This design comes from an exercise in tuning for small area, a short achievable clock period and few clock cycles on the open sky130 flow, not from production work.
In this exercise RTL edits were held to simulation tests only and were not proved equivalent to the original.
Power figures rest on the tool's default switching activity, not on a simulated workload.

File: flow/run.sh
#!/bin/bash
# synth_recipe.tcl (not shown) runs the flow's synth.tcl, then flattens the netlist and writes it again
# the make line also repeats each setting of config.mk as NAME=value (left out here)
make -C /OpenROAD-flow-scripts/flow DESIGN_CONFIG=/design/flow/config.mk WORK_HOME=/design/flow/orfs CLKGATE_MAP_FILE= SYNTH_SCRIPT=/design/flow/synth_recipe.tcl finish
File: flow/config.mk
export PLATFORM = sky130hd
export DESIGN_NAME = LBP
export DESIGN_NICKNAME = LBP
export VERILOG_FILES = /design/flow/design.v
export SDC_FILE = /design/flow/constraint.sdc
export NUM_CORES = 4
export LEC_CHECK = 0
export CAP_MARGIN = 20
export CORE_MARGIN = 2
export CORE_UTILIZATION = 55
export CTS_BUF_LIST = sky130_fd_sc_hd__clkbuf_8 sky130_fd_sc_hd__clkbuf_4
export CTS_CLUSTER_DIAMETER = 100
export CTS_CLUSTER_SIZE = 40
export SETUP_SLACK_MARGIN = 2.2
export SLEW_MARGIN = 20
File: flow/constraint.sdc
create_clock -name core_clock -period 4.0 [get_ports {clk}]
set_input_delay 0.8000 -clock core_clock [delete_from_list [all_inputs] [get_ports {clk}]]
set_output_delay 0.8000 -clock core_clock [all_outputs]
set_load 0.01 [all_outputs]
File: flow/design.v
`timescale 1ns/10ps
module LBP ( clk, reset, gray_addr, gray_req, gray_data, lbp_addr, lbp_write, lbp_data, finish);
input   	clk;
input   	reset;
output  [5:0] 	gray_addr;
output        	gray_req;
input   	[7:0] 	gray_data;
output reg [5:0] 	lbp_addr;
output reg 		lbp_write;
output reg [7:0] 	lbp_data;
output reg 	finish;
reg [5:0] cnt;
wire [2:0] r = cnt[5:3];
wire [2:0] c = cnt[2:0];
wire last = (cnt == 6'd63);
assign gray_addr = cnt;
assign gray_req  = 1'b1;
always @(posedge clk or posedge reset)
begin
	if (reset) cnt <= 6'd0;
	else if (!last) cnt <= cnt + 6'd1;
end
always @(posedge clk)
begin
	finish <= last;
	lbp_write <= !finish && (r >= 3'd2) && (c >= 3'd2);
end
reg [7:0] s1, s2, s3, s4, s5, s6, s7, s8, s9;
wire [7:0] n = gray_data;     
wire [7:0] a = s9;            
wire [7:0] b = s8;            
wire [7:0] cc = s7;           
wire [7:0] d = s1;            
always @(posedge clk)
begin
	s1 <= n; s2 <= s1; s3 <= s2; s4 <= s3; s5 <= s4;
	s6 <= s5; s7 <= s6; s8 <= s7; s9 <= s8;
end
reg [3:0] l0_1, l0_2, l0_3, l0_4, l0_5, l0_6, l0_7, l0_8, l0_9;
reg [7:0] l4;
reg [1:0] l5;
reg       l6;
always @(posedge clk)
begin
	l0_1 <= {d >= n, cc >= n, b >= n, a >= n};
	l0_2 <= l0_1; l0_3 <= l0_2; l0_4 <= l0_3; l0_5 <= l0_4;
	l0_6 <= l0_5; l0_7 <= l0_6; l0_8 <= l0_7; l0_9 <= l0_8;
	l4 <= {l4[6:0], n >= d};
	l5 <= {l5[0], n >= cc};
	l6 <= n >= b;
	lbp_data <= {n >= a, l6, l5[1], l4[7], l0_9};
	lbp_addr <= {r - 3'd1, c - 3'd1};
end
endmodule
==> impl_results.md, run 1 <==
- Internal: 0.00227 W
- Req. time, crit path: 4310 ps
- Psw: 0.000597 W
- DRC violations left: 0
- Max-cap violations: 0
- Storage cell area: 2860 sq um
- Port bufs: 31
- Crit end category: flip-flop
- P_leak: 2.25 nW
- Initial core utilization: 57.4%
- Total CTS buffers: 17
- Initial antenna violation count: 0
- CTS root buf: clkbuf_8
- Non-Filler Instances: 455
- Ys Warns: 1
- H-tree depth: 4
- CTS tree: yes
- Multi-input logic area: 970 sq um
- CP Launch Point: gray_data[7]
- Type of the worst setup path: primary input to flip-flop
- Power, Total: 0.00286 W
- Initial DRC count: 41
- Die H: 88.7 microns
- Fillers: 522
- R2R cell count: 6
- Post-synth top area share: 68.5%
- Crit Reg-Reg Startpoint: cnt[1]
- Power density over cell area: 599 nW/um^2
- CP max stage cell: ha_1
- Placed cells: 418
- Outcome: finished clean
- Worst Path Max Fanout: 5
- Placed wire-length estimate: 3.60 mm
- Minimum clock period: 1770 ps
- Final ANT Viol Nets: 0
- Post-Route WL: 5.30 mm
- Worst setup SP type: primary input
- Hold Path Class: flip-flop to flip-flop
- Flop pwr share: 53.9%
- Setup Viol. Count Final: 0
- Hold buffers post-CTS: 0
- Syn_nets: 342
- Sink Count: 141
- Combinational power share: 4.0%
- Layout overhead on the synthesized area: 21.2%
- Vias: 2,082
- DR WL/cell: 11.7 microns
- Num ports: 33
- CP Cell Sequence: clkdlybuf4s15_1 -> ha_1 -> a21oi_1 -> o21ai_1 -> or2_2
- Fin Setup TNS: 0 ps
- Clock power share: 42.1%
- Final slew viol count: 0
- Largest area contributor in the netlist: dfxtp_1
- Critical path arrival: 2080 ps
- Synth Register Bits: 141
- Netlist cell types: 26
- Mapped Cells: 294
- Via density: 4.58
- CTS clk-pin slew, worst paths: 70 ps
- Die ar.: 7870 sq um
- Switching Share: 20.8%
- Worst hold path startpoint: l4[6]
- Hold-critical path depth: 0
- CP max stage delay: 380 ps
- RSZ-0062 raised after global routing: yes
- Skew final: 10.6 ps
- Pin count of the biggest net entering global routing: 17
- Worst skew pair latency: 420 ps
- Row cnt: 30
- Max Fclk: 565 MHz
- Post-synthesis sequential area ratio: 72.3%
- Clock Tree Buf Depth: 2
- First-pass GRT wire length: 9.05 mm
- Core Area: 6870 sq um
- # nets final: 395
- Fin crit share: 44.2%
- Die Wd: 88.7 microns
- Vias in the first global route: 2,126
- Fin. Hold Viols: 0
- Mean post-synth cell area: 13.4 sq um
- Total GRT Usage: 16.1%
- N_diodes: 0
- Worst VDD drop: 0.000357 V
- Final core occ: 69.6%
- GPL Wtd Cong: 0.737
- Pre-antenna DRT Iters: 5
- Layout cells sized above 1: 21.4%
- GRT Residual Overflow: 0
- Top cells by area, synth: dfxtp_1 (69%), ha_1 (12%), dfrtp_1 (3.8%), inv_1 (3.5%), a21oi_1 (2.3%)
- Synthesized area: 3950 sq um
critical path: cells and delay by family:
family,cells,cell delay [ps]
AND/OR/NAND/NOR,1,310
adder cells (fa/ha/maj),1,380
AO/OA/AOI/OAI,2,310
buffers and inverters,1,280
power by group through the flow:
stage	Clock [W]	Combinational, W	Sequential (W)
floorplan	0	0.0000662	0.00157
global placement	0	0.000123	0.00157
detailed placement	0	0.000127	0.00158
CTS	0.00124	0.000121	0.00155
global route	0.00130	0.000132	0.00156
finish	0.00121	0.000114	0.00154
layout by cell type, fill, tap and decap left out, types with 5 or more instances in the layout:
cell,synthesis,routed
clkbuf_2,0,14
inv_1,37,36
clkbuf_8,0,17
nand2_1,7,7
a21oi_1,18,18
buf_2,0,6
buf_4,1,6
dlygate4sd2_1,0,5
ha_1,38,34
nand4_1,9,9
dfxtp_1,135,134
final timing paths:
check | end | slack, ps
min in group asynchronous | cnt[0] | 610
max reg2reg | cnt[1] | 2400
max in group asynchronous | cnt[1] | 3160
min reg2reg | l4[7] | 320
min | l4[7] | 320
max | l4[0] | 2230
synthesized netlist by cell type, drive strengths merged:
cell type / instances
a21oi: 18
a31oi: 4
buf: 3
conb: 1
dfrtp: 6
dfxtp: 135
ha: 38
inv: 38
nand2: 7
nand3: 2
nand4: 9
nor2: 1
nor2b: 4
nor3: 4
o211ai: 4
o21ai: 6
o22ai: 4
or2: 4
or3: 1
xnor2: 3
xor2: 2
per-stage QoR:
step                      setup WS, ps  hold WS, ps  cell area, sq um
after floorplan                   2210          310              4000
after global placement            1380          310              4400
after detailed placement          1350          312              4400
after CTS                         2200          326              4850
after global routing              2180          331              4780
final                             2230          325              4780
area by class of cell:
cell class | count | share of cell area (%)
Inverter | 38 | 2.98
Clock buffer | 19 | 5.21
Clock inverter | 12 | 3.92
Tap cell | 96 | 2.51
Sequential cell | 141 | 59.8
Multi-Input combinational cell | 112 | 20.3
Timing Repair Buffer | 37 | 5.34
routing by layer:
layer / track usage (%) / vias up / wire length (microns)
li1: - / 1070 / -
met1: 16.5 / 957 / 2290
met2: 26.4 / 44 / 2640
met3: 8.49 / 11 / 238
met4: 8.82 / 0 / 137
met5: 0 / - / 0
kinds of logic (layout without fill, tap and decap cells):
group,count (synthesis),in the layout,share of synthesized area [%]
flops,141,141,72.3
buf+inv,41,106,4.38
fa+ha+maj,38,38,12.1
compound gates,36,36,5.17
simple gates,32,32,4.69
xor+xnor,5,5,1.30
other cells,1,1,0.0951
repair_timing:
action	4_1_cts	5_1_grt
setup endpoints to repair	30	27
setup buffers	6	0
pin swaps	0	3
gates resized for setup	72	26
Testbench counts, summed over its fixed seeds: cycles 4,160.
==> run 2: changes to the inputs <==
--- a/flow/design.v
+++ b/flow/design.v
@@ -13,15 +13,18 @@
 wire [2:0] r = cnt[5:3];
 wire [2:0] c = cnt[2:0];
-wire last = (cnt == 6'd63);
 assign gray_addr = cnt;
 assign gray_req  = 1'b1;
 always @(posedge clk or posedge reset)
 begin
-	if (reset) cnt <= 6'd0;
-	else if (!last) cnt <= cnt + 6'd1;
+	if (reset) begin
+		cnt <= 6'd0;
+		finish <= 1'b0;
+	end else begin
+		cnt <= cnt + 6'd1;
+		if (cnt == 6'd63) finish <= 1'b1;
+	end
 end
 always @(posedge clk)
 begin
-	finish <= last;
 	lbp_write <= !finish && (r >= 3'd2) && (c >= 3'd2);
 end
@@ -41,13 +44,33 @@
 reg [1:0] l5;
 reg       l6;
+function [1:0] cmp;   
+	input [7:0] x, y;
+	reg [7:0] g, p;
+	reg [3:0] g2, p2;
+	reg [1:0] g4, p4;
+	begin
+		g = x & ~y;
+		p = x | ~y;
+		g2 = {g[7] | p[7] & g[6], g[5] | p[5] & g[4], g[3] | p[3] & g[2], g[1] | p[1] & g[0]};
+		p2 = {g[7] | p[7] & p[6], g[5] | p[5] & p[4], g[3] | p[3] & p[2], g[1] | p[1] & p[0]};
+		g4 = {g2[3] | p2[3] & g2[2], g2[1] | p2[1] & g2[0]};
+		p4 = {g2[3] | p2[3] & p2[2], g2[1] | p2[1] & p2[0]};
+		cmp = {g4[1] | p4[1] & g4[0], g4[1] | p4[1] & p4[0]};
+	end
+endfunction
+wire [1:0] ca = cmp(a, n), cb = cmp(b, n), cc2 = cmp(cc, n), cd = cmp(d, n);
+wire a_ge = ca[0], n_ge_a = ~ca[1];
+wire b_ge = cb[0], n_ge_b = ~cb[1];
+wire c_ge = cc2[0], n_ge_c = ~cc2[1];
+wire d_ge = cd[0], n_ge_d = ~cd[1];
 always @(posedge clk)
 begin
-	l0_1 <= {d >= n, cc >= n, b >= n, a >= n};
+	l0_1 <= {d_ge, c_ge, b_ge, a_ge};
 	l0_2 <= l0_1; l0_3 <= l0_2; l0_4 <= l0_3; l0_5 <= l0_4;
 	l0_6 <= l0_5; l0_7 <= l0_6; l0_8 <= l0_7; l0_9 <= l0_8;
-	l4 <= {l4[6:0], n >= d};
-	l5 <= {l5[0], n >= cc};
-	l6 <= n >= b;
-	lbp_data <= {n >= a, l6, l5[1], l4[7], l0_9};
+	l4 <= {l4[6:0], n_ge_d};
+	l5 <= {l5[0], n_ge_c};
+	l6 <= n_ge_b;
+	lbp_data <= {n_ge_a, l6, l5[1], l4[7], l0_9};
 	lbp_addr <= {r - 3'd1, c - 3'd1};
 end
--- a/flow/config.mk
+++ b/flow/config.mk
@@ -12,4 +12,4 @@
 export CTS_CLUSTER_DIAMETER = 100
 export CTS_CLUSTER_SIZE = 40
-export SETUP_SLACK_MARGIN = 2.2
+export SETUP_SLACK_MARGIN = 2.3
 export SLEW_MARGIN = 20
==> run 2 against run 1 <==
  * Critical path type is now flip-flop to primary output
  * Register-to-register slack better by 340 ps
  * Power down 2.3%
  * Via count down 0.72%
  * Setup slack better by 13 ps
  * Highest routed layer unchanged
  * Core utilization down 1.0 points
==> impl_results.md, run 2 <==
- Outcome: finished clean
- CP Launch Point: cnt[5]
- Setup Viol. Count Final: 0 (unchanged)
- Largest family of logic cells by synthesized area: simple AND/OR/NAND/NOR gates
- Most common cell after layout, fill and taps aside: dfxtp_1
- N_diodes: 0 (unchanged)
- Worst Path Max Fanout: 2 (-3)
- Commonest cells in the netlist: dfxtp_1 (134), nand2_1 (18), inv_1 (16)
- Synth Area in Simple Gates: 8.10% (+3.4 points)
- WHS: 322 ps (-2.97 ps)
- Final slew viol count: 0 (unchanged)
- CTS clk-pin slew, worst paths: 80 ps (about the same)
- Vias: 2,067 (-0.72%)
- Layout cells sized above 1: 25.0% (+3.6 points)
- Worst skew pair latency: 420 ps (about the same)
- Crit end category: primary output
- Hold Path Class: flip-flop to flip-flop
- Max Fclk: 570 MHz (+0.76%)
- Post-synthesis sequential area ratio: 76.1% (+3.8 points)
- Req. time, crit path: 3200 ps (-1110 ps)
- Initial core utilization: 56.2% (-1.2 points)
- First-pass GRT wire length: 8.75 mm (-3.3%)
- Worst hold path startpoint: l4[7]
- Type of the worst setup path: flip-flop to primary output
- Post-synth ARST share: 4.96% (+0.71 points)
- Largest area contributor in the netlist: dfxtp_1
- Worst setup SP type: flip-flop
- Hold buffers post-CTS: 0 (unchanged)
- GPL Wtd Cong: 0.767 (+4.0%)
- Vias in the first global route: 1,986 (-6.6%)
- Row cnt: 30 (unchanged)
- CTS tree: yes
- Post-synth top flop: dfxtp_1
- RSZ-0062 raised after global routing: yes
- Via density: 4.74 (+3.6%)
- Synth Area in XOR/XNOR: 1.40% (+0.099 points)
- Fin crit share: 43.9% (-0.33 points)
- Clock Tree Buf Depth: 2 (unchanged)
- Mapped Cells: 288 (-2.0%)
- Mean post-synth cell area: 13.0 sq um (-2.8%)
- Max-cap violations: 0 (unchanged)
- Top-count cell post-synth: dfxtp_1
- Ys Warns: 1 (unchanged)
- Die ar.: 7500 sq um (-4.6%)
- Fin. Hold Viols: 0 (unchanged)
- Post-synthesis mux area share: 0% (unchanged)
- Synthesized area: 3750 sq um (-4.8%)
- P_leak: 1.99 nW (-11%)
- H-tree depth: 4 (unchanged)
- Layout overhead on the synthesized area: 22.1%
- Number of synthesized flops with an enable pin: 0 (unchanged)
- GRT Residual Overflow: 0 (unchanged)
- Adder-cell share of the synthesized area: 4.87% (-7.2 points)
- Delay-heaviest family, CP: flip-flops
- Post-synth top area share: 71.4% (+2.9 points)
- Fin Setup TNS: 0 ps (unchanged)
- Die Wd: 86.6 microns (-2.3%)
- Sink Count: 141 (unchanged)
- Power density over cell area: 611 nW/um^2 (+1.9%)
- Port bufs: 31 (unchanged)
- Skew final: 7.07 ps (-3.50 ps)
- CTS root buf: clkbuf_8
- Synth Register Bits: 141 (unchanged)
- Initial DRC count: 58 (+41%)
- Pin count of the biggest net entering global routing: 17 (unchanged)
- Post-Route WL: 5.22 mm (-1.6%)
- DR WL/cell: 12.0 microns (+2.7%)
- Minimum clock period: 1760 ps (-13.4 ps)
- Die H: 86.6 microns (-2.3%)
- # nets final: 358 (-9.4%)
- Total GRT Usage: 15.8% (-0.29 points)
- Placed wire-length estimate: 3.23 mm (-10%)
- Pre-antenna DRT Iters: 4 (-1)
- Final ANT Viol Nets: 0 (unchanged)
- Worst VDD drop: 0.000428 V (+20%)
- Netlist cell types: 32 (+23%)
- CP Cell Sequence: buf_6
- Fillers: 498 (-4.6%)
- Compound-Gate Fraction of Synth Area: 6.90% (+1.7 points)
- Core Area: 6680 sq um (-2.7%)
- CP max stage delay: 420 ps (+40 ps)
- Critical path arrival: 960 ps (-1120 ps)
- Final core occ: 68.6% (-1.0 points)
- CP max stage cell: dfrtp_2
- Commonest non-fill, non-tap cells in the layout: dfxtp_1 (129), clkbuf_8 (19), nand2_1 (18)
- Syn_nets: 303 (-11%)
- Total CTS buffers: 17 (unchanged)
- DRC violations left: 0 (unchanged)
- Initial antenna violation count: 0 (unchanged)
- Crit Reg-Reg Startpoint: s8[4]
- Worst Path Buf+Inv: 1 (unchanged)
- Reg2reg setup slack: 2740 ps (+340 ps)
- Top cells by area, synth: dfxtp_1 (71%), dfrtp_1 (4.7%), maj3_1 (3.2%), nand2b_1 (1.8%), nand2_1 (1.8%)
- Num ports: 33 (unchanged)
-- run 2: cells by family after synthesis --
logic type | Yosys count
AOI/OAI and AO/OA | 39
and+or+nand+nor | 60
buffers and inverters | 24
other | 1
DFF | 141
adders and majority gates | 17
xor gates and xnor gates | 6
-- run 2: area by class of cell --
type                    count  area [sq um]  area share (%)
inverters                  19          78.8            1.72
repair buffers             41           312            6.80
well taps                  80           100            2.18
flip-flops and latches    141          2870            62.6
multi-input cells         123           807            17.6
clock inverters            13           156            3.41
clock buffers              19           262            5.70
-- run 2: timing repair --
action                                  in CTS  in global routing
cloned                                       0                  0
resized for setup                          102                 17
endpoints found under the setup margin      30                 20
buffers inserted                             7                  3
pin swaps                                    1                  0
-- run 2: worst paths after layout --
check,cells past startpoint,endpoint
max in group asynchronous,2,cnt[5]
worst max-delay path,1,gray_addr[5]
worst min-delay path,0,lbp_data[4]
worst min register to register,0,lbp_data[4]
worst max register to register,5,l6
min in group asynchronous,2,finish
-- run 2: where the power goes --
group          leakage, nW  switching [W]  internal (W)
Combinational        0.583      0.0000571     0.0000503
Clock                0.205       0.000537      0.000602
Sequential            1.21      0.0000325       0.00152
-- run 2: metal layers --
metal  part of all wire [%]  GRT usage, %  vias to the layer above
met5                      0             0                        -
met4                    2.5          8.10                        0
met3                    5.0          7.14                       11
met2                     48          24.9                       51
met1                     45          18.1                      952
li1                       -             -                     1053
-- run 2: metrics by stage --
stage	setup WS (ps)	instance area, sq um	total power (W)	cells
finish	2240	4580	0.00280	436
global route	2200	4580	0.00292	436
CTS	2220	4520	0.00283	433
detailed placement	1620	4140	0.00170	394
global placement	1650	4140	0.00169	394
floorplan	2380	3750	0.00164	288
Testbench counts of run 2, summed over its fixed seeds: cycles 4,160.
==> run 3: changes to the inputs <==
==> flow/flow/run.sh (new file) <==
#!/bin/bash
# The standard layout, with plain buf_2 cells as the port buffers and a
# clock tree without dummy loads.
set -euo pipefail
export BUFFER_PORTS_ARGS="-buffer_cell sky130_fd_sc_hd__buf_2"
export CTS_ARGS="-repair_clock_nets -buf_list {sky130_fd_sc_hd__clkbuf_16} -root_buf sky130_fd_sc_hd__clkbuf_16 -dont_use_dummy_load"
bash standard.sh > standard.log 2>&1
==> flow/standard.sh (new file) <==
#!/bin/bash
# synth_recipe.tcl (not shown) runs the flow's synth.tcl, then flattens the netlist and writes it again
# the make line also repeats each setting of config.mk as NAME=value (left out here)
make -C /OpenROAD-flow-scripts/flow DESIGN_CONFIG=/design/flow/config.mk WORK_HOME=/design/flow/orfs CLKGATE_MAP_FILE= SYNTH_SCRIPT=/design/flow/synth_recipe.tcl "${@:-finish}"
removed: flow/run.sh
==> run 3 against run 2 <==
  * Still clean
  * Maximum frequency is 2.2% higher
  * Flip-flop and latch count stayed put
  * Register-to-register slack better by 30 ps
  * Power is 1.5% higher
  * Cell area is 1.5% lower
  * Sequential power hardly changed
  * Critical path type unchanged
  * Largest cell class unchanged
  * Highest routed layer unchanged
==> impl_results.md, run 3 <==
- Skew final: 17.2 ps (+10.1 ps)
- Most common cell after layout, fill and taps aside: dfxtp_1
- CP max stage delay: 410 ps (about the same)
- Non-Filler Instances: 421 (-3.4%)
- Type of the worst setup path: flip-flop to primary output
- Hold buffers post-CTS: 0 (unchanged)
- Crit end category: primary output
- Clock Tree Buf Depth: 2 (unchanged)
- Number of synthesized flops with an enable pin: 0 (unchanged)
- RSZ-0062 raised after global routing: yes
- N_diodes: 0 (unchanged)
- Setup Viol. Count Final: 0 (unchanged)
- P_leak: 1.99 nW (-0.47%)
- Total CTS buffers: 17 (unchanged)
- Placed wire-length estimate: 3.34 mm (+3.4%)
- Worst setup SP type: flip-flop
- Core Area: 6680 sq um (unchanged)
- Vias: 1,990 (-3.7%)
- Fin crit share: 43.0% (-0.94 points)
- Worst Setup EP: gray_addr[4]
- Die Wd: 86.6 microns (unchanged)
- Initial antenna violation count: 0 (unchanged)
- Die H: 86.6 microns (unchanged)
- Sink Count: 141 (unchanged)
- DRC violations left: 0 (unchanged)
- Port bufs: 31 (unchanged)
- Req. time, crit path: 3200 ps (about the same)
- CTS clk-pin slew, worst paths: 50 ps (-30 ps)
- Initial core utilization: 56.2% (unchanged)
- Synth Register Bits: 141 (unchanged)
- CP max stage cell: dfrtp_2
- Synthesized area: 3750 sq um (unchanged)
- Commonest non-fill, non-tap cells in the layout: dfxtp_1 (134), buf_2 (27), nand2_1 (18)
- CP Launch Point: cnt[4]
- Final slew viol count: 0 (unchanged)
- Fin. Hold Viols: 0 (unchanged)
- Top-count cell post-synth: dfxtp_1
- Worst VDD drop: 0.000364 V (-15%)
- CTS tree: yes
- Worst skew pair latency: 400 ps (-20 ps)
- Commonest cells in the netlist: dfxtp_1 (134), nand2_1 (18), inv_1 (16)
- Layout overhead on the synthesized area: 20.3%
- Pin count of the biggest net entering global routing: 17 (unchanged)
- Initial DRC count: 38 (-34%)
- Pre-antenna DRT Iters: 4 (unchanged)
- Critical path arrival: 920 ps (-40 ps)
- Vias in the first global route: 1,900 (-4.3%)
- Mean post-synth cell area: 13.0 sq um (unchanged)
- Placed cells: 394 (unchanged)
- Num ports: 33 (unchanged)
- Reg2reg setup slack: 2770 ps (+30 ps)
- Layout cells sized above 1: 21.7% (-3.3 points)
- Fin Setup TNS: 0 ps (unchanged)
- Row cnt: 30 (unchanged)
- Hold Path Class: flip-flop to flip-flop
- Final ANT Viol Nets: 0 (unchanged)
- Die ar.: 7500 sq um (unchanged)
- CTS root buf: clkbuf_16
- Post-synthesis sequential area ratio: 76.1% (unchanged)
- Critical R2R Capture: l0_1[3]
- Minimum clock period: 1720 ps (-37.5 ps)
- Ys Warns: 1 (unchanged)
- Max Fclk: 582 MHz (+2.2%)
- # nets final: 358 (unchanged)
- DR WL/cell: 12.2 microns (+1.8%)
- CP Cell Sequence: buf_6
- GRT Residual Overflow: 0 (unchanged)
- Syn_nets: 303 (unchanged)
- Worst hold path startpoint: l0_2[1]
- R2R cell count: 5 (unchanged)
- Power, Total: 0.00284 W (+1.5%)
- Via density: 4.73 (-0.29%)
- Post-synth top flop: dfxtp_1
- First-pass GRT wire length: 8.54 mm (-2.4%)
- Total GRT Usage: 15.6% (-0.21 points)
- Post-Route WL: 5.13 mm (-1.7%)
- Largest area contributor in the netlist: dfxtp_1
- Worst Path Buf+Inv: 1 (unchanged)
- Max-cap violations: 0 (unchanged)
- Netlist cell types: 32 (unchanged)
- Outcome: finished clean
- Crit Reg-Reg Startpoint: s1[4]
- H-tree depth: 4 (unchanged)
- Power density over cell area: 629 nW/um^2 (+3.0%)
- Worst Path Max Fanout: 2 (unchanged)
- Mapped Cells: 288 (unchanged)
- Post-synth top area share: 71.4% (unchanged)
- Top cells by area, synth: dfxtp_1 (71%), dfrtp_1 (4.7%), maj3_1 (3.2%), nand2b_1 (1.8%), nand2_1 (1.8%)
- GPL Wtd Cong: 0.739 (-3.5%)
- Crit path depth: 1 (unchanged)
- Post-synth ARST share: 4.96% (unchanged)
- Delay-heaviest family, CP: flip-flops
==> run 3: cell count changes in the layout (fill, tap and decap cells not counted), sizes merged <==
cell	change
buf	+9
clkinv	-6
clkbuf	-4
clkdlybuf4s50	-4
dlygate4sd2	-3
inv	-3
bufinv	-2
clkinvlp	-2
==> run 3: cell type report <==
cell class,count,area (sq um)
flip-flops and latches,141,2860
fillers,510,2160
multi-input cells,123,802
clock buffers,17,425
repair buffers,41,255
well taps,80,100
inverters,19,71.3
==> run 3: worst min-delay path by stage <==
stage               to  cells after the start
6_report       l0_3[1]                      0
5_1_grt        l0_6[3]                      0
4_1_cts        l0_5[2]                      0
3_5_place_dp   l0_2[3]                      0
3_3_place_gp     s7[0]                      0
2_1_floorplan  l0_2[0]                      0
==> run 3: cells by family after synthesis <==
group                      count (synthesis)  share of synthesized area, %
buffers and inverters                     24                          2.53
other                                      1                        0.0999
adders and majority gates                 17                          4.87
xor gates and xnor gates                   6                          1.40
DFF                                      141                          76.1
AOI/OAI and AO/OA                         39                          6.90
and+or+nand+nor                           60                          8.10
==> run 3: what timing repair did <==
action                     in CTS  in global routing
gates resized for setup         8                  0
setup endpoints to repair       7                  7
buffers inserted                7                  3
gates cloned                    0                  0
==> run 3: where the power goes <==
group	internal, W	switching [W]	leakage, nW
registers	0.00153	0.0000330	1.21
logic	0.0000427	0.0000556	0.568
clock network	0.000732	0.000452	0.209
total	0.00230	0.000541	1.99
==> run 3: metrics by stage <==
stage          setup slack (ps)  util (%)  hold WS, ps  area [sq um]
6_report                   2280      67.6          306          4520
5_1_grt                    2240      67.6          309          4520
4_1_cts                    2260      67.3          310          4490
3_5_place_dp               2120      59.7          312          3990
3_3_place_gp               2140      59.7          309          3990
2_1_floorplan              2380         -          310          3750
==> run 3: layer usage <==
layer	wire, microns	vias to the layer above	global-route usage [%]	share of wire, %
met4	72	0	8.10	1.4
met1	2310	905	17.4	45
met5	0	-	0	0
li1	-	1040	-	-
met2	2520	38	24.9	49
met3	220	7	7.14	4.3
==> run 4: changes to the inputs <==
==> flow/flow/run.sh (replaced) <==
#!/bin/bash
# The standard layout, with plain buf_2 cells as the port buffers and a
# clock tree without dummy loads.
set -euo pipefail
export BUFFER_PORTS_ARGS="-buffer_cell sky130_fd_sc_hd__buf_2"
export CTS_ARGS="-sink_clustering_enable -repair_clock_nets -sink_clustering_size 40 -sink_clustering_max_diameter 100 -buf_list {sky130_fd_sc_hd__clkbuf_8 sky130_fd_sc_hd__clkbuf_4} -dont_use_dummy_load -sink_buffer_max_cap_derate 1.0"
bash standard.sh > standard.log 2>&1
==> run 4 against run 3 <==
  * Synthesized cell count unchanged
  * Still clean
  * Register-to-register slack hardly changed
  * Synthesized area did not move
  * Largest power group unchanged
  * Via count down 0.95%
  * Critical path type unchanged
  * Sequential power about the same
==> impl_results.md, run 4 <==
- Outcome: finished clean
- Power, Total: 0.00242 W (-15%)
- Setup Viol. Count Final: 0 (unchanged)
- Top-count cell post-synth: dfxtp_1
- Delay-heaviest family, CP: flip-flops
- Max-cap violations: 0 (unchanged)
- N_diodes: 0 (unchanged)
- Flop pwr share: 64.3% (+9.4 points)
- Num ports: 33 (unchanged)
- Ys Warns: 1 (unchanged)
- Mean post-synth cell area: 13.0 sq um (unchanged)
- Die Wd: 86.6 microns (unchanged)
- Post-Route WL: 4.98 mm (-3.0%)
- Post-synth ARST share: 4.96% (unchanged)
- Power density over cell area: 555 nW/um^2 (-12%)
- Core Area: 6680 sq um (unchanged)
- Minimum clock period: 1860 ps (+141 ps)
- Worst setup SP type: flip-flop
- Critical R2R Capture: l0_1[3]
- Number of synthesized flops with an enable pin: 0 (unchanged)
- Pre-antenna DRT Iters: 4 (unchanged)
- Vias in the first global route: 1,816 (-4.4%)
- Initial antenna violation count: 0 (unchanged)
- Die ar.: 7500 sq um (unchanged)
- R2R cell count: 5 (unchanged)
- Commonest non-fill, non-tap cells in the layout: dfxtp_1 (129), buf_2 (22), nand2_1 (18)
- Combinational power share: 4.2% (+0.7 points)
- Reg2reg setup slack: 2770 ps (about the same)
- Top cells by area, synth: dfxtp_1 (71%), dfrtp_1 (4.7%), maj3_1 (3.2%), nand2b_1 (1.8%), nand2_1 (1.8%)
- Worst VDD drop: 0.000326 V (-11%)
- Post-synth top flop: dfxtp_1
- Type of the worst setup path: flip-flop to primary output
- Layout cells sized above 1: 23.2% (+1.5 points)
- First-pass GRT wire length: 8.14 mm (-4.8%)
- Switching Share: 20.2% (+1.2 points)
- Post-synth top area share: 71.4% (unchanged)
- P_leak: 1.91 nW (-4.0%)
- Clock Tree Buf Depth: 2 (unchanged)
- Placed wire-length estimate: 3.34 mm (unchanged)
- Most common cell after layout, fill and taps aside: dfxtp_1
- Fin. Hold Viols: 0 (unchanged)
- DRC violations left: 0 (unchanged)
- CP Cell Sequence: buf_6
- Req. time, crit path: 3200 ps (about the same)
- DR WL/cell: 11.8 microns (-3.0%)
- Total CTS buffers: 17 (unchanged)
- GPL Wtd Cong: 0.739 (unchanged)
- Fin Setup TNS: 0 ps (unchanged)
- Worst skew pair latency: 540 ps (+140 ps)
- Fin crit share: 46.5% (+3.5 points)
- Worst Path Buf+Inv: 1 (unchanged)
- GRT Residual Overflow: 0 (unchanged)
- Post-synthesis sequential area ratio: 76.1% (unchanged)
- CTS clk-pin slew, worst paths: 60 ps (about the same)
- Max Fclk: 538 MHz (-7.6%)
- Via density: 4.68 (-0.95%)
- RSZ-0062 raised after global routing: yes
- CP max stage cell: dfrtp_2
- Commonest cells in the netlist: dfxtp_1 (134), nand2_1 (18), inv_1 (16)
- Skew final: 28.2 ps (+11.0 ps)
- Sink Count: 141 (unchanged)
- Row cnt: 30 (unchanged)
- H-tree depth: 4 (unchanged)
- Layout overhead on the synthesized area: 16.0%
- Synth Register Bits: 141 (unchanged)
- Worst Path Max Fanout: 2 (unchanged)
- Netlist cell types: 32 (unchanged)
- Port bufs: 31 (unchanged)
- Internal: 0.00193 W (-16%)
- Final ANT Viol Nets: 0 (unchanged)
- Initial DRC count: 50 (+32%)
- # nets final: 358 (unchanged)
- Initial core utilization: 56.2% (unchanged)
- CTS root buf: clkbuf_4
- Largest area contributor in the netlist: dfxtp_1
- CP max stage delay: 410 ps (about the same)
- Critical path arrival: 1060 ps (+140 ps)
- Crit end category: primary output
- CTS tree: yes
- Hold Path Class: primary input to asynchronous set/reset pin
- WHS: 196 ps (-110 ps)
- Vias: 1,971 (-0.95%)
- Pin count of the biggest net entering global routing: 17 (unchanged)
- Synthesized area: 3750 sq um (unchanged)
- Total GRT Usage: 14.9% (-0.70 points)
- Clock power share: 31.4% (-10 points)
- Syn_nets: 303 (unchanged)
- Final slew viol count: 0 (unchanged)
- Psw: 0.000489 W (-9.6%)
- Die H: 86.6 microns (unchanged)
- Mapped Cells: 288 (unchanged)
- Crit Reg-Reg Startpoint: s1[4]
## run 4: logic make-up (layout without fill, tap and decap cells)
logic type,count (synthesis),after routing,synth area share (%)
other,1,1,0.0999
buffers and inverters,24,77,2.53
AO/OA/AOI/OAI,39,39,6.90
adder cells (fa/ha/maj),17,17,4.87
XOR/XNOR,6,6,1.40
flip-flops,141,141,76.1
AND/OR/NAND/NOR,60,60,8.10
## run 4: worst max path at each step
stage                      start            to  slack [ps]  depth (start not counted)
floorplan           gray_data[7]   lbp_data[7]        2380                          6
global placement    gray_data[4]       l0_1[3]        2140                          6
detailed placement  gray_data[4]       l0_1[3]        2120                          6
CTS                       cnt[5]  gray_addr[5]        2100                          1
global route              cnt[4]  gray_addr[4]        2080                          1
finish                    cnt[5]  gray_addr[5]        2140                          1
## run 4: layout make-up
cell class / instances / area (sq um)
fill: 526 / 2320
tap: 80 / 100
clock buffer: 17 / 228
inverter: 19 / 71.3
sequential: 141 / 2870
timing repair buffer: 41 / 287
multi-input combinational: 123 / 802
## run 4: through the flow
step	instances	util, %	cell area, sq um	setup slack, ps
4_1_cts	418	64.5	4310	2100
2_1_floorplan	288	-	3750	2380
5_1_grt	421	65.2	4360	2080
6_report	421	65.2	4360	2140
3_3_place_gp	394	59.7	3990	2140
3_5_place_dp	394	59.7	3990	2120
## run 4: power by group through the flow
stage	combinational, W	clock (W)	sequential [W]
3_3_place_gp	0.0000978	0	0.00158
2_1_floorplan	0.0000619	0	0.00158
4_1_cts	0.000103	0.000793	0.00156
3_5_place_dp	0.0000990	0	0.00159
6_report	0.000102	0.000760	0.00156
5_1_grt	0.000114	0.000851	0.00157
## run 4: per-layer routing
metal | vias to the layer above | wire length (microns) | share of wire (%) | track usage (%)
met5 | - | 0 | 0 | 0
met4 | 0 | 47 | 0.94 | 8.10
met3 | 6 | 203 | 4.1 | 6.86
met2 | 36 | 2430 | 49 | 23.7
met1 | 895 | 2290 | 46 | 16.5
li1 | 1034 | - | - | -
## run 4: repair_timing
| action | in CTS | in global routing |
|---|---|---|
| resized for setup | 12 | 6 |
| setup buffers | 7 | 3 |
| setup endpoints to repair | 22 | 22 |
| hold buffers | 0 | 0 |
==> run 5: changes to the inputs <==
==> flow/flow/run.sh (replaced) <==
#!/bin/bash
# The standard layout, with plain buf_2 cells as the port buffers and a
# clock tree without dummy loads.
set -euo pipefail
export BUFFER_PORTS_ARGS="-buffer_cell sky130_fd_sc_hd__buf_2"
export CTS_ARGS="-sink_clustering_enable -repair_clock_nets -sink_clustering_size 40 -sink_clustering_max_diameter 100 -sink_clustering_levels 1 -buf_list {sky130_fd_sc_hd__clkbuf_16 sky130_fd_sc_hd__clkbuf_8} -root_buf sky130_fd_sc_hd__clkbuf_16 -dont_use_dummy_load"
bash standard.sh > standard.log 2>&1
==> run 5 against run 4 <==
  * Flip-flop and latch count is the same
  * Worst hold slack gained 110 ps
  * Register-to-register slack is essentially flat
  * Still clean on timing, DRC and antenna
  * Cell area grew 3.7%
  * Setup slack gained 140 ps
  * Critical path depth is the same
  * Cell count is the same
  * Clock power grew 55%
  * Maximum frequency grew 8.2%
  * Synthesized cell count is the same
  * Clock skew shrank 11 ps
==> impl_results.md, run 5 <==
- Num ports: 33 (unchanged)
- Vias: 1,990 (+0.96%)
- Pin count of the biggest net entering global routing: 17 (unchanged)
- Req. time, crit path: 3200 ps (about the same)
- Crit Reg-Reg Startpoint: s1[4]
- Hold buffers post-CTS: 0 (unchanged)
- Synth Register Bits: 141 (unchanged)
- Outcome: finished clean
- Initial core utilization: 56.2% (unchanged)
- CTS tree: yes
- GPL Wtd Cong: 0.739 (unchanged)
- Via density: 4.73 (+0.96%)
- Max Fclk: 582 MHz (+8.2%)
- Netlist cell types: 32 (unchanged)
- Worst Path Max Fanout: 2 (unchanged)
- Skew final: 17.2 ps (-11.0 ps)
- # nets final: 358 (unchanged)
- Worst hold path startpoint: l0_2[1]
- Hold-critical path depth: 0
- Commonest non-fill, non-tap cells in the layout: dfxtp_1 (134), buf_2 (27), nand2_1 (18)
- Hold Path Class: flip-flop to flip-flop
- Top cells by area, synth: dfxtp_1 (71%), dfrtp_1 (4.7%), maj3_1 (3.2%), nand2b_1 (1.8%), nand2_1 (1.8%)
- Fin Setup TNS: 0 ps (unchanged)
- Worst setup SP type: flip-flop
- Final core occ: 67.6% (+2.4 points)
- Crit end category: primary output
- RSZ-0062 raised after global routing: yes
- R2R cell count: 5 (unchanged)
- Layout overhead on the synthesized area: 20.3%
- Post-synth ARST share: 4.96% (unchanged)
- Synthesized area: 3750 sq um (unchanged)
- Number of synthesized flops with an enable pin: 0 (unchanged)
- Ys Warns: 1 (unchanged)
- Commonest cells in the netlist: dfxtp_1 (134), nand2_1 (18), inv_1 (16)
- Total CTS buffers: 17 (unchanged)
- Minimum clock period: 1720 ps (-141 ps)
- GRT Residual Overflow: 0 (unchanged)
- Final slew viol count: 0 (unchanged)
- CTS clk-pin slew, worst paths: 50 ps (about the same)
- Fin crit share: 43.0% (-3.5 points)
- First-pass GRT wire length: 8.54 mm (+5.0%)
- Reg2reg setup slack: 2770 ps (about the same)
- Delay-heaviest family, CP: flip-flops
- Most common cell after layout, fill and taps aside: dfxtp_1
- Fin. Hold Viols: 0 (unchanged)
- Worst Path Buf+Inv: 1 (unchanged)
- Die ar.: 7500 sq um (unchanged)
- Setup Viol. Count Final: 0 (unchanged)
- CP Cell Sequence: buf_6
- Max-cap violations: 0 (unchanged)
- Fillers: 510 (-3.0%)
- Die Wd: 86.6 microns (unchanged)
- N_diodes: 0 (unchanged)
- Die H: 86.6 microns (unchanged)
- Critical path arrival: 920 ps (-140 ps)
- WHS Endpoint: l0_3[1]
- Worst skew pair latency: 400 ps (-140 ps)
- H-tree depth: 4 (unchanged)
- Post-synthesis sequential area ratio: 76.1% (unchanged)
- Mapped Cells: 288 (unchanged)
- Power density over cell area: 629 nW/um^2 (+13%)
- Worst VDD drop: 0.000364 V (+12%)
- Final ANT Viol Nets: 0 (unchanged)
- Total GRT Usage: 15.6% (+0.70 points)
- Type of the worst setup path: flip-flop to primary output
- CP max stage delay: 410 ps (about the same)
- DR WL/cell: 12.2 microns (+3.1%)
- Placed wire-length estimate: 3.34 mm (unchanged)
- CP max stage cell: dfrtp_2
- Critical R2R Capture: l0_1[3]
- Mean post-synth cell area: 13.0 sq um (unchanged)
- Post-synth top flop: dfxtp_1
- Syn_nets: 303 (unchanged)
- P_leak: 1.99 nW (+4.2%)
- Layout cells sized above 1: 21.7% (-1.5 points)
- Sink Count: 141 (unchanged)
- Port bufs: 31 (unchanged)
- Core Area: 6680 sq um (unchanged)
- Post-Route WL: 5.13 mm (+3.1%)
- DRC violations left: 0 (unchanged)
- Row cnt: 30 (unchanged)
- Top-count cell post-synth: dfxtp_1
- Vias in the first global route: 1,900 (+4.6%)
- Largest area contributor in the netlist: dfxtp_1
- Post-synth top area share: 71.4% (unchanged)
- Crit path depth: 1 (unchanged)
- Initial antenna violation count: 0 (unchanged)
- CTS root buf: clkbuf_16
- Clock Tree Buf Depth: 2 (unchanged)
- Pre-antenna DRT Iters: 4 (unchanged)
- Initial DRC count: 38 (-24%)
run 5: cell types whose count changed in the layout (fill, tap and decap cells not counted):
| cell | change |
|---|---|
| clkbuf_16 | +17 |
| clkbuf_8 | -16 |
| buf_2 | +5 |
| buf_6 | -5 |
| dfxtp_1 | +5 |
| dfxtp_2 | -5 |
| clkbuf_4 | -1 |
run 5: worst max path at each step:
stage                        end          from
floorplan            lbp_data[7]  gray_data[7]
global placement         l0_1[3]  gray_data[4]
detailed placement       l0_1[3]  gray_data[4]
CTS                 gray_addr[5]        cnt[5]
global route        gray_addr[4]        cnt[4]
finish              gray_addr[4]        cnt[4]
run 5: metrics by stage:
step / hold slack, ps / power [W] / std cells / setup WS [ps] / instance area [sq um]
after CTS: 310 / 0.00288 / 418 / 2260 / 4490
after global routing: 309 / 0.00296 / 421 / 2240 / 4520
after global placement: 309 / 0.00168 / 394 / 2140 / 3990
after detailed placement: 312 / 0.00169 / 394 / 2120 / 3990
after floorplan: 310 / 0.00164 / 288 / 2380 / 3750
final: 306 / 0.00284 / 421 / 2280 / 4520
run 5: report_power, final:
part	switching [W]	total, W	internal, W
sequential	0.0000330	0.00156	0.00153
combinational	0.0000556	0.0000983	0.0000427
clock	0.000452	0.00118	0.000732
run 5: layout make-up:
| class | instances | area (sq um) | area share (%) |
|---|---|---|---|
| clock buffers | 17 | 425 | 9.42 |
| inverters | 19 | 71.3 | 1.58 |
| repair buffers | 41 | 255 | 5.65 |
| flip-flops and latches | 141 | 2860 | 63.4 |
| well taps | 80 | 100 | 2.22 |
| multi-input cells | 123 | 802 | 17.8 |
run 5: repair_timing:
action	CTS	global route
setup endpoints to repair	7	7
buffers inserted	7	3
gates resized for setup	8	0
run 5: metal layers:
metal	global-route usage [%]	up-vias	wire (microns)
li1	-	1040	-
met1	17.4	905	2310
met2	24.9	38	2520
met3	7.14	7	220
met4	8.10	0	72
met5	0	-	0
run 5: logic make-up after synthesis:
logic type | share of synthesized area [%]
compound gates | 6.90
fa+ha+maj | 4.87
other cells | 0.0999
xor+xnor | 1.40
flops | 76.1
buf+inv | 2.53
simple gates | 8.10
==> run 6: changes to the inputs <==
==> flow/flow/run.sh (replaced) <==
#!/bin/bash
# The standard layout, with plain buf_2 cells as the port buffers instead of
# the slow delay cells buffer_ports picks by default.
set -euo pipefail
export BUFFER_PORTS_ARGS="-buffer_cell sky130_fd_sc_hd__buf_2"
bash standard.sh > standard.log 2>&1
--- a/flow/config.mk
+++ b/flow/config.mk
@@ -8,5 +8,5 @@
 export CAP_MARGIN = 20
 export CORE_MARGIN = 2
-export CORE_UTILIZATION = 55
+export CORE_UTILIZATION = 68
 export CTS_BUF_LIST = sky130_fd_sc_hd__clkbuf_8 sky130_fd_sc_hd__clkbuf_4
 export CTS_CLUSTER_DIAMETER = 100
==> run 6 against run 5 <==
  * Combinational power hardly changed
  * Critical path type unchanged
  * Via count up 4.7%
  * Clock power shrank 8%
  * Still clean
  * Sequential power barely moved
  * Clock skew decreased by 6.8 ps
  * Largest power group unchanged
  * Power fell by 3.6%
  * Global-route usage is 4.4 points higher
  * Largest cell class unchanged
  * Setup slack worse by 45 ps
  * Register-to-register slack lost 30 ps
  * Routed wire length increased by 4.8%
  * Core utilization up 15 points
==> impl_results.md, run 6 <==
- CP Cell Sequence: buf_6
- Vias: 2,084 (+4.7%)
- Compound-Gate Fraction of Synth Area: 6.90% (unchanged)
- Sink Count: 141 (unchanged)
- Post-Route WL: 5.38 mm (+4.8%)
- Req. time, crit path: 3200 ps (about the same)
- Setup Viol. Count Final: 0 (unchanged)
- CP max stage delay: 430 ps (+20 ps)
- Post-synthesis mux area share: 0% (unchanged)
- Mean post-synth cell area: 13.0 sq um (unchanged)
- Power density over cell area: 614 nW/um^2 (-2.3%)
- Initial antenna violation count: 0 (unchanged)
- Layout overhead on the synthesized area: 18.7%
- Syn_nets: 303 (unchanged)
- RSZ-0062 raised after global routing: yes
- Fin. Hold Viols: 0 (unchanged)
- Pre-antenna DRT Iters: 4 (unchanged)
- Worst VDD drop: 0.000557 V (+53%)
- Crit end category: primary output
- Final slew viol count: 0 (unchanged)
- Fillers: 315 (-38%)
- Total CTS buffers: 17 (unchanged)
- Commonest cells in the netlist: dfxtp_1 (134), nand2_1 (18), inv_1 (16)
- Post-synth ARST share: 4.96% (unchanged)
- Top cells by area, synth: dfxtp_1 (71%), dfrtp_1 (4.7%), maj3_1 (3.2%), nand2b_1 (1.8%), nand2_1 (1.8%)
- Die Wd: 78.3 microns (-9.6%)
- First-pass GRT wire length: 9.03 mm (+5.7%)
- Critical path arrival: 960 ps (+40 ps)
- Placed cells: 386 (-2.0%)
- P_leak: 1.96 nW (-1.2%)
- Fin crit share: 44.1% (+1.1 points)
- Placed wire-length estimate: 3.38 mm (+1.3%)
- Worst setup SP type: flip-flop
- Row cnt: 27 (-10%)
- Skew final: 10.4 ps (-6.77 ps)
- Post-synth top area share: 71.4% (unchanged)
- Via density: 4.88 (+3.3%)
- Reg2reg setup slack: 2740 ps (-30 ps)
- Port bufs: 31 (unchanged)
- Final ANT Viol Nets: 0 (unchanged)
- Non-Filler Instances: 427 (+1.4%)
- Post-synth top flop: dfxtp_1
- Hold Path Class: primary input to asynchronous set/reset pin
- Num ports: 33 (unchanged)
- DR WL/cell: 12.6 microns (+3.4%)
- GPL Wtd Cong: 0.731 (-1.1%)
- Synth Area in XOR/XNOR: 1.40% (unchanged)
- Type of the worst setup path: flip-flop to primary output
- Die H: 78.3 microns (-9.6%)
- Layout cells sized above 1: 24.8% (+3.1 points)
- Total GRT Usage: 19.9% (+4.4 points)
- DRC violations left: 0 (unchanged)
- Synthesized area: 3750 sq um (unchanged)
- Core Area: 5410 sq um (-19%)
- Worst skew pair latency: 420 ps (+20 ps)
- Max Fclk: 567 MHz (-2.5%)
- Max-cap violations: 0 (unchanged)
- Synth Area in Simple Gates: 8.10% (unchanged)
- Hold buffers post-CTS: 0 (unchanged)
- Most common cell after layout, fill and taps aside: dfxtp_1
- Clock Tree Buf Depth: 2 (unchanged)
- CTS tree: yes
- Top-count cell post-synth: dfxtp_1
- Mapped Cells: 288 (unchanged)
- Initial DRC count: 86 (+130%)
- GRT Residual Overflow: 0 (unchanged)
- Die ar.: 6130 sq um (-18%)
- CTS root buf: clkbuf_8
- CP max stage cell: dfrtp_2
- Adder-cell share of the synthesized area: 4.87% (unchanged)
- Largest area contributor in the netlist: dfxtp_1
- Delay-heaviest family, CP: flip-flops
- Post-synthesis sequential area ratio: 76.1% (unchanged)
- Fin Setup TNS: 0 ps (unchanged)
- CTS clk-pin slew, worst paths: 80 ps (+30 ps)
- N_diodes: 0 (unchanged)
- Commonest non-fill, non-tap cells in the layout: dfxtp_1 (132), buf_2 (28), nand2_1 (18), clkbuf_8 (18), inv_1 (16)
- Outcome: finished clean
- Vias in the first global route: 2,084 (+9.7%)
- # nets final: 357 (-0.28%)
- Worst Path Max Fanout: 2 (unchanged)
- H-tree depth: 4 (unchanged)
- Minimum clock period: 1760 ps (+44.9 ps)
- Pin count of the biggest net entering global routing: 17 (unchanged)
- Ys Warns: 1 (unchanged)
- Worst Path Buf+Inv: 1 (unchanged)
- Netlist cell types: 32 (unchanged)
- Largest family of logic cells by synthesized area: simple AND/OR/NAND/NOR gates
- Initial core utilization: 69.5% (+13 points)
- Synth Register Bits: 141 (unchanged)
- Number of synthesized flops with an enable pin: 0 (unchanged)
[run 6: through the flow]
stage / cell area (sq um) / setup slack, ps / hold slack, ps / power [W] / util (%)
floorplan: 3750 / 2380 / 310 / 0.00164 / -
global placement: 3980 / 2120 / 310 / 0.00168 / 73.6
detailed placement: 3980 / 2150 / 312 / 0.00169 / 73.6
CTS: 4440 / 2220 / 286 / 0.00276 / 82.1
global route: 4460 / 2200 / 313 / 0.00284 / 82.5
finish: 4460 / 2240 / 303 / 0.00274 / 82.5
[run 6: worst paths after layout]
| path | start | endpoint | depth (start not counted) |
|---|---|---|---|
| worst max-delay path | cnt[4] | gray_addr[4] | 1 |
| min in group core_clock | l6 | lbp_data[6] | 0 |
| worst min-delay path | reset | cnt[0] | 2 |
| max in group asynchronous | reset | cnt[2] | 2 |
| worst min register to register | l6 | lbp_data[6] | 0 |
| worst max register to register | s1[0] | l0_1[3] | 4 |
[run 6: layout make-up]
type / instances / area, sq um / share of cell area (%)
clock buffer: 18 / 248 / 5.56
clock inverter: 14 / 143 / 3.20
inverter: 19 / 71.3 / 1.60
multi-input combinational: 123 / 802 / 18.0
sequential: 141 / 2860 / 64.2
tap: 72 / 90.1 / 2.02
timing repair buffer: 40 / 241 / 5.42
[run 6: what timing repair did]
action	4_1_cts	5_1_grt
setup buffers	7	2
resized for setup	5	2
endpoints found under the setup margin	8	10
[run 6: metal layers]
metal	wire length, microns	track usage [%]	share of wire, %
met1	2320	21.4	43
met2	2700	33.8	50
met3	202	7.01	3.8
met4	153	12.1	2.8
met5	0	0	0
[run 6: cell families (layout without fill, tap and decap cells)]
kind of cell    count (synthesis)  in the layout
fa+ha+maj                      17             17
compound gates                 39             39
flops                         141            141
xor+xnor                        6              6
other cells                     1              1
buf+inv                        24             91
simple gates                   60             60
[run 6: power breakdown]
part           switching, W  total, W  internal, W  leakage, nW
sequential        0.0000337   0.00155      0.00152         1.21
combinational     0.0000571  0.000101    0.0000444        0.562
clock              0.000554   0.00108     0.000529        0.190
total              0.000645   0.00274      0.00209         1.96
==> run 7: changes to the inputs <==
--- a/flow/config.mk
+++ b/flow/config.mk
@@ -8,5 +8,5 @@
 export CAP_MARGIN = 20
 export CORE_MARGIN = 2
-export CORE_UTILIZATION = 68
+export CORE_UTILIZATION = 55
 export CTS_BUF_LIST = sky130_fd_sc_hd__clkbuf_8 sky130_fd_sc_hd__clkbuf_4
 export CTS_CLUSTER_DIAMETER = 100
==> run 7 against run 6 <==
  * Critical path depth did not move
  * Setup slack improved by 3.6 ps
  * Synthesized cell count did not move
  * First-iteration DRC count fell by 45%
  * Non-clock buffer count did not move
  * Sequential power barely moved
  * Synthesized area did not move
  * Register-to-register slack barely moved
  * Critical endpoint unchanged
  * Highest routed layer unchanged
==> impl_results.md, run 7 <==
- Post-route cell area: 4480 sq um (+0.59%)
- Commonest non-fill, non-tap cells in the layout: dfxtp_1 (129), buf_2 (22), nand2_1 (18)
- Top-count cell post-synth: dfxtp_1
- Final ANT Viol Nets: 0 (unchanged)
- Netlist cell types: 32 (unchanged)
- Outcome: finished clean
- DR WL/cell: 11.7 microns (-7.1%)
- GPL Wtd Cong: 0.739 (+1.2%)
- Worst VDD drop: 0.000375 V (-33%)
- Final slew viol count: 0 (unchanged)
- Total GRT Usage: 15.4% (-4.6 points)
- H-tree depth: 4 (unchanged)
- Sink Count: 141 (unchanged)
- Reg2reg setup slack: 2730 ps (about the same)
- WHS: 294 ps (-9.13 ps)
- CTS tree: yes
- Critical R2R Capture: l0_1[3]
- Dpl cell area: 3990 sq um (+0.25%)
- Post-synth top flop: dfxtp_1
- Pre-antenna DRT Iters: 4 (unchanged)
- Vias: 2,028 (-2.7%)
- Hold buffers post-CTS: 0 (unchanged)
- CP Cell Sequence: buf_6
- First-pass GRT wire length: 8.49 mm (-6.0%)
- Worst setup SP type: flip-flop
- Hold Path Class: primary input to asynchronous set/reset pin
- GRT Residual Overflow: 0 (unchanged)
- Worst Path Buf+Inv: 1 (unchanged)
- CTS clk-pin slew, worst paths: 80 ps (about the same)
- Port bufs: 31 (unchanged)
- Initial core utilization: 56.2% (-13 points)
- Top cells by area, synth: dfxtp_1 (71%), dfrtp_1 (4.7%), maj3_1 (3.2%), nand2b_1 (1.8%), nand2_1 (1.8%)
- Fin crit share: 44.0% (-0.090 points)
- CP max stage cell: dfrtp_2
- Synth Register Bits: 141 (unchanged)
- Fin Setup TNS: 0 ps (unchanged)
- RSZ-0062 raised after global routing: yes
- Mapped Cells: 288 (unchanged)
- Delay-heaviest family, CP: flip-flops
- Worst Path Max Fanout: 2 (unchanged)
- Die H: 86.6 microns (+11%)
- Largest area contributor in the netlist: dfxtp_1
- Layout cells sized above 1: 26.2% (+1.4 points)
- Post-synth ARST share: 4.96% (unchanged)
- Vias in the first global route: 1,910 (-8.3%)
- Minimum clock period: 1760 ps (-3.59 ps)
- Type of the worst setup path: flip-flop to primary output
- Post-synthesis sequential area ratio: 76.1% (unchanged)
- Ys Warns: 1 (unchanged)
- # nets final: 357 (unchanged)
- Placed wire-length estimate: 3.34 mm (-1.3%)
- CP max stage delay: 420 ps (about the same)
- Mean post-synth cell area: 13.0 sq um (unchanged)
- Clock Tree Buf Depth: 2 (unchanged)
- Post-synth top area share: 71.4% (unchanged)
- Post-Route WL: 5.09 mm (-5.4%)
- Via density: 4.66 (-4.5%)
- Die ar.: 7500 sq um (+22%)
- Initial antenna violation count: 0 (unchanged)
- Skew final: 10.4 ps (+0.0256 ps)
- Power density over cell area: 594 nW/um^2 (-3.3%)
- Commonest cells in the netlist: dfxtp_1 (134), nand2_1 (18), inv_1 (16)
- DRC violations left: 0 (unchanged)
- Worst skew pair latency: 420 ps (about the same)
- Total CTS buffers: 17 (unchanged)
- Req. time, crit path: 3200 ps (about the same)
- R2R cell count: 5 (+1)
- Critical path arrival: 960 ps (about the same)
- Syn_nets: 303 (unchanged)
- Core Area: 6680 sq um (+24%)
- Crit Reg-Reg Startpoint: s1[4]
- CTS root buf: clkbuf_8
- Crit end category: primary output
- Fin. Hold Viols: 0 (unchanged)
- Row cnt: 30 (+11%)
- Max Fclk: 568 MHz (+0.20%)
- Layout overhead on the synthesized area: 19.4%
- Setup Viol. Count Final: 0 (unchanged)
- Final core occ: 67.1% (-15 points)
- N_diodes: 0 (unchanged)
- Synthesized area: 3750 sq um (unchanged)
- Die Wd: 86.6 microns (+11%)
- Number of synthesized flops with an enable pin: 0 (unchanged)
- Num ports: 33 (unchanged)
- Most common cell after layout, fill and taps aside: dfxtp_1
- Pin count of the biggest net entering global routing: 17 (unchanged)
- P_leak: 1.97 nW (+0.22%)
- Max-cap violations: 0 (unchanged)
- Initial DRC count: 47 (-45%)
## run 7: layer usage
layer	up-vias	part of all wire (%)	GRT usage (%)
met5	-	0	0
met4	0	2.7	10.9
met3	13	3.9	6.00
met2	41	48	24.1
met1	924	46	17.1
li1	1050	-	-
## run 7: through the flow
| stage | total power [W] | std cells | worst slack [ps] |
|---|---|---|---|
| floorplan | 0.00164 | 288 | 2380 |
| global placement | 0.00168 | 394 | 2140 |
| detailed placement | 0.00169 | 394 | 2120 |
| CTS | 0.00270 | 433 | 2210 |
| global route | 0.00278 | 435 | 2190 |
| finish | 0.00266 | 435 | 2240 |
## run 7: what timing repair did
action | CTS | global route
endpoints found under the setup margin | 8 | 15
resized for setup | 10 | 8
buffers inserted | 7 | 2
## run 7: area by class of cell
| cell class | count | area (sq um) |
|---|---|---|
| Sequential cell | 141 | 2870 |
| Fill cell | 513 | 2200 |
| Multi-Input combinational cell | 123 | 802 |
| Timing Repair Buffer | 40 | 279 |
| Clock buffer | 17 | 234 |
| Clock inverter | 15 | 129 |
| Tap cell | 80 | 100 |
| Inverter | 19 | 71.3 |
## run 7: cells by family after synthesis
family / after synthesis / share of synthesized area (%)
DFF: 141 / 76.1
and+or+nand+nor: 60 / 8.10
AOI/OAI and AO/OA: 39 / 6.90
buffers and inverters: 24 / 2.53
adders and majority gates: 17 / 4.87
xor gates and xnor gates: 6 / 1.40
other: 1 / 0.0999
## run 7: where the power goes
| part | total [W] | leakage, nW | switching [W] | internal [W] |
|---|---|---|---|---|
| Clock | 0.00101 | 0.184 | 0.000557 | 0.000450 |
| Sequential | 0.00155 | 1.21 | 0.0000328 | 0.00152 |
| Combinational | 0.000103 | 0.575 | 0.0000553 | 0.0000473 |
| Total | 0.00266 | 1.97 | 0.000645 | 0.00202 |
## run 7: how the worst max path moves through the flow
stage	start	endpoint	depth (start not counted)
6_report	cnt[4]	gray_addr[4]	1
5_1_grt	cnt[4]	gray_addr[4]	1
4_1_cts	cnt[4]	gray_addr[4]	1
3_5_place_dp	gray_data[4]	l0_1[3]	6
3_3_place_gp	gray_data[4]	l0_1[3]	6
2_1_floorplan	gray_data[7]	lbp_data[7]	6
==> run 8: changes to the inputs <==
--- a/flow/design.v
+++ b/flow/design.v
@@ -41,5 +41,4 @@
 end
 reg [3:0] l0_1, l0_2, l0_3, l0_4, l0_5, l0_6, l0_7, l0_8, l0_9;
-reg [7:0] l4;
 reg [1:0] l5;
 reg       l6;
@@ -59,9 +58,10 @@
 	end
 endfunction
-wire [1:0] ca = cmp(a, n), cb = cmp(b, n), cc2 = cmp(cc, n), cd = cmp(d, n);
+wire [1:0] ca = cmp(a, n), cb = cmp(b, n), cc2 = cmp(cc, n), cd = cmp(d, n), cba = cmp(b, a);
 wire a_ge = ca[0], n_ge_a = ~ca[1];
 wire b_ge = cb[0], n_ge_b = ~cb[1];
 wire c_ge = cc2[0], n_ge_c = ~cc2[1];
-wire d_ge = cd[0], n_ge_d = ~cd[1];
+wire d_ge = cd[0];
+wire b_ge_a = cba[0];
 always @(posedge clk)
 begin
@@ -69,8 +69,7 @@
 	l0_2 <= l0_1; l0_3 <= l0_2; l0_4 <= l0_3; l0_5 <= l0_4;
 	l0_6 <= l0_5; l0_7 <= l0_6; l0_8 <= l0_7; l0_9 <= l0_8;
-	l4 <= {l4[6:0], n_ge_d};
 	l5 <= {l5[0], n_ge_c};
 	l6 <= n_ge_b;
-	lbp_data <= {n_ge_a, l6, l5[1], l4[7], l0_9};
+	lbp_data <= {n_ge_a, l6, l5[1], b_ge_a, l0_9};
 	lbp_addr <= {r - 3'd1, c - 3'd1};
 end
==> run 8 against run 7 <==
  * First-iteration DRC count up 45%
  * Cell area down 0.75%
  * Cell count down 3.2%
  * Clock-buffer cell count up 2
  * Clock skew down 1.2 ps
  * Routed wire length up 2.6%
  * Highest routed layer unchanged
  * Critical path type unchanged
  * Clock power down 4%
==> impl_results.md, run 8 <==
- Compound-Gate Fraction of Synth Area: 5.67% (-1.2 points)
- Type of the worst setup path: flip-flop to primary output
- Num ports: 33 (unchanged)
- Sink Count: 133 (-5.7%)
- Vias in the first global route: 1,961 (+2.7%)
- Largest area contributor in the netlist: dfxtp_1
- Vias: 1,977 (-2.5%)
- Initial core utilization: 57.4% (+1.2 points)
- Synthesized area: 3660 sq um (-2.4%)
- Req. time, crit path: 3200 ps (about the same)
- Post-synth ARST share: 5.26% (+0.30 points)
- Mapped Cells: 274 (-4.9%)
- Hold buffers post-CTS: 0 (unchanged)
- CTS tree: yes
- Commonest cells in the netlist: dfxtp_1 (126), inv_1 (20), maj3_2 (17)
- Worst Path Buf+Inv: 1 (unchanged)
- Total GRT Usage: 16.5% (+1.1 points)
- CTS clk-pin slew, worst paths: 80 ps (about the same)
- CP max stage cell: dfrtp_2
- Final core occ: 69.7% (+2.6 points)
- Pin count of the biggest net entering global routing: 17 (unchanged)
- RSZ-0062 raised after global routing: yes
- N_diodes: 0 (unchanged)
- CP max stage delay: 420 ps (about the same)
- Met2 WL: 2.22 mm (-8.4%)
- Skew final: 9.21 ps (-1.23 ps)
- Critical path arrival: 970 ps (about the same)
- Fin. Hold Viols: 0 (unchanged)
- Synth Area in Simple Gates: 5.94% (-2.2 points)
- Initial DRC count: 68 (+45%)
- Port bufs: 31 (unchanged)
- H-tree depth: 4 (unchanged)
- Ys Warns: 1 (unchanged)
- Minimum clock period: 1770 ps (+6.00 ps)
- Total CTS buffers: 17 (unchanged)
- Multi-input logic area: 905 sq um (+13%)
- Final ANT Viol Nets: 0 (unchanged)
- Clock Tree Buf Depth: 2 (unchanged)
- Top-count cell post-synth: dfxtp_1
- Layout overhead on the synthesized area: 21.4%
- Placed wire-length estimate: 3.41 mm (+2.2%)
- Worst setup SP type: flip-flop
- Netlist cell types: 35 (+9.4%)
- Fillers: 482 (-6.0%)
- Adder-cell share of the synthesized area: 10.5% (+5.6 points)
- Largest family of logic cells by synthesized area: adder cells
- Row cnt: 29 (-3.3%)
- Max-cap violations: 0 (unchanged)
- Mean post-synth cell area: 13.4 sq um (+2.6%)
- First-pass GRT wire length: 8.80 mm (+3.7%)
- Core Area: 6390 sq um (-4.4%)
- Hold Path Class: primary input to asynchronous set/reset pin
- CP Cell Sequence: buf_6
- DR WL/cell: 12.4 microns (+6.0%)
- Worst Path Max Fanout: 2 (unchanged)
- Reg2reg setup slack: 2300 ps (-430 ps)
- GRT Residual Overflow: 0 (unchanged)
- GPL Wtd Cong: 0.885 (+20%)
- Initial antenna violation count: 0 (unchanged)
- Post-synthesis mux area share: 0% (unchanged)
- Outcome: finished clean
- Synth Area in XOR/XNOR: 1.43% (+0.034 points)
- Post-synthesis sequential area ratio: 73.6% (-2.5 points)
- Post-Route WL: 5.22 mm (+2.6%)
- Die ar.: 7330 sq um (-2.3%)
- CTS root buf: clkbuf_8
- WHS: 287 ps (-7.22 ps)
- Crit end category: primary output
- Worst VDD drop: 0.000451 V (+20%)
- Commonest non-fill, non-tap cells in the layout: dfxtp_1 (121), buf_2 (22), maj3_2 (21)
- Worst skew pair latency: 420 ps (about the same)
- Setup WS pre-CTS: 1760 ps (-364 ps)
- Met3 WL: 274 microns (+40%)
- Number of synthesized flops with an enable pin: 0 (unchanged)
- # nets final: 346 (-3.1%)
- Via density: 4.70 (+0.73%)
- Metal-1 WL: 2.59 mm (+12%)
- Die H: 85.6 microns (-1.1%)
- Die Wd: 85.6 microns (-1.1%)
- DRC violations left: 0 (unchanged)
- Post-synth top flop: dfxtp_1
- Max Fclk: 566 MHz (-0.34%)
- Delay-heaviest family, CP: flip-flops
- Fin Setup TNS: 0 ps (unchanged)
- Layout cells sized above 1: 33.1% (+6.9 points)
- Final worst slack: 2230 ps (-6.00 ps)
- Top cells by area, synth: dfxtp_1 (69%), maj3_2 (5.2%), dfrtp_1 (4.8%), maj3_1 (3.6%), inv_1 (2.0%)
- Fin crit share: 44.1% (+0.15 points)
- Final slew viol count: 0 (unchanged)
- Most common cell after layout, fill and taps aside: dfxtp_1
- Setup Viol. Count Final: 0 (unchanged)
- Storage cell area: 2710 sq um (-5.6%)
- Post-synth top area share: 68.8% (-2.6 points)
- Syn_nets: 289 (-4.6%)
- P_leak: 1.95 nW (-0.69%)
- Pre-antenna DRT Iters: 5 (+1)
- Power density over cell area: 572 nW/um^2 (-3.7%)
- Max layer used: met4
- Synth Register Bits: 133 (-5.7%)
## run 8: cell types whose count changed after synthesis, sizes merged, moves of 4 or more
cell / delta
maj3: +18
nand2: -14
dfxtp: -8
o21ai: -7
nand3: -4
## run 8: through the flow
step / cells / instance area [sq um] / total power, W
floorplan: 274 / 3690 / 0.00155
global placement: 379 / 3910 / 0.00159
detailed placement: 379 / 3910 / 0.00160
CTS: 420 / 4390 / 0.00257
global route: 421 / 4450 / 0.00265
finish: 421 / 4450 / 0.00254
## run 8: kinds of logic (layout without fill, tap and decap cells)
kind of cell	count (synthesis)	in the layout
buf+inv	25	95
other cells	1	1
simple gates	41	41
fa+ha+maj	35	35
xor+xnor	6	6
compound gates	33	33
flops	133	133
## run 8: power by group
| part | switching (W) | internal [W] |
|---|---|---|
| combinational | 0.0000559 | 0.0000613 |
| sequential | 0.0000340 | 0.00143 |
| clock | 0.000509 | 0.000458 |
| total | 0.000599 | 0.00194 |
## run 8: worst paths after layout
| kind | start | cells after the start | to |
|---|---|---|---|
| setup / recovery | cnt[5] | 1 | gray_addr[5] |
| hold / removal | reset | 2 | cnt[1] |
| setup reg to reg | s9[6] | 5 | lbp_data[4] |
| hold reg to reg | l0_3[0] | 0 | l0_4[0] |
| max in group asynchronous | reset | 2 | cnt[4] |
| min in group core_clock | l0_3[0] | 0 | l0_4[0] |
## run 8: layout make-up
class | count | share of cell area (%)
clock inverter | 13 | 2.25
sequential | 133 | 60.8
timing repair buffer | 41 | 6.72
clock buffer | 19 | 5.74
tap | 77 | 2.16
inverter | 22 | 1.97
multi-input combinational | 116 | 20.3
## run 8: timing repair
item,4_1_cts,5_1_grt
gates resized for setup,18,15
hold endpoints to repair,0,0
pin swaps,2,9
endpoints found under the setup margin,14,18
buffers inserted,9,1
## run 8: metal layers
layer / up-vias / GRT usage (%)
li1: 1018 / -
met1: 898 / 21.3
met2: 47 / 22.4
met3: 14 / 5.68
met4: 0 / 12.7
met5: - / 0
Testbench counts of run 8, summed over its fixed seeds: cycles 4,160.

[static timing again, ports no longer ideal]
How much do the figures lean on ideal ports? The routed layouts below were timed once more, with nothing changed but the port constraints.
Step 1, drivers: a clkbuf_16 drives clk and a buf_2 each remaining input, both assumed.
Step 2 moves the port delays by t, midway between the first and last clock arrival at a register: inputs arrive t later, outputs are due t later. That takes back most of the time a late clock gives input paths.
a / b / c = no drivers / after step 1 / after step 2; a / b = the first two.
run	t, ns	setup WS [ns]	slew at the worst register clock pin (ns)	worst data-port slew with drivers (ns)
run 1	0.445	2.231 / 2.212 / 1.794	0.08 / 0.08	0.03
run 2	0.446	2.244 / 2.213 / 1.871	0.08 / 0.08	0.03
run 3	0.426	2.282 / 2.247 / 2.100	0.06 / 0.06	0.03
run 4	0.553	2.141 / 2.114 / 2.112	0.08 / 0.08	0.03
run 5	0.426	2.282 / 2.247 / 2.100	0.06 / 0.06	0.03
run 6	0.441	2.237 / 2.207 / 2.132	0.08 / 0.08	0.03
run 7	0.450	2.240 / 2.207 / 2.130	0.08 / 0.08	0.03
run 8	0.448	2.234 / 2.206 / 1.771	0.08 / 0.08	0.06
After both steps every run listed still meets setup and hold. The setup slack of run 8, which loses most, moves by -0.028 ns with the drivers and by -0.463 ns with both steps.
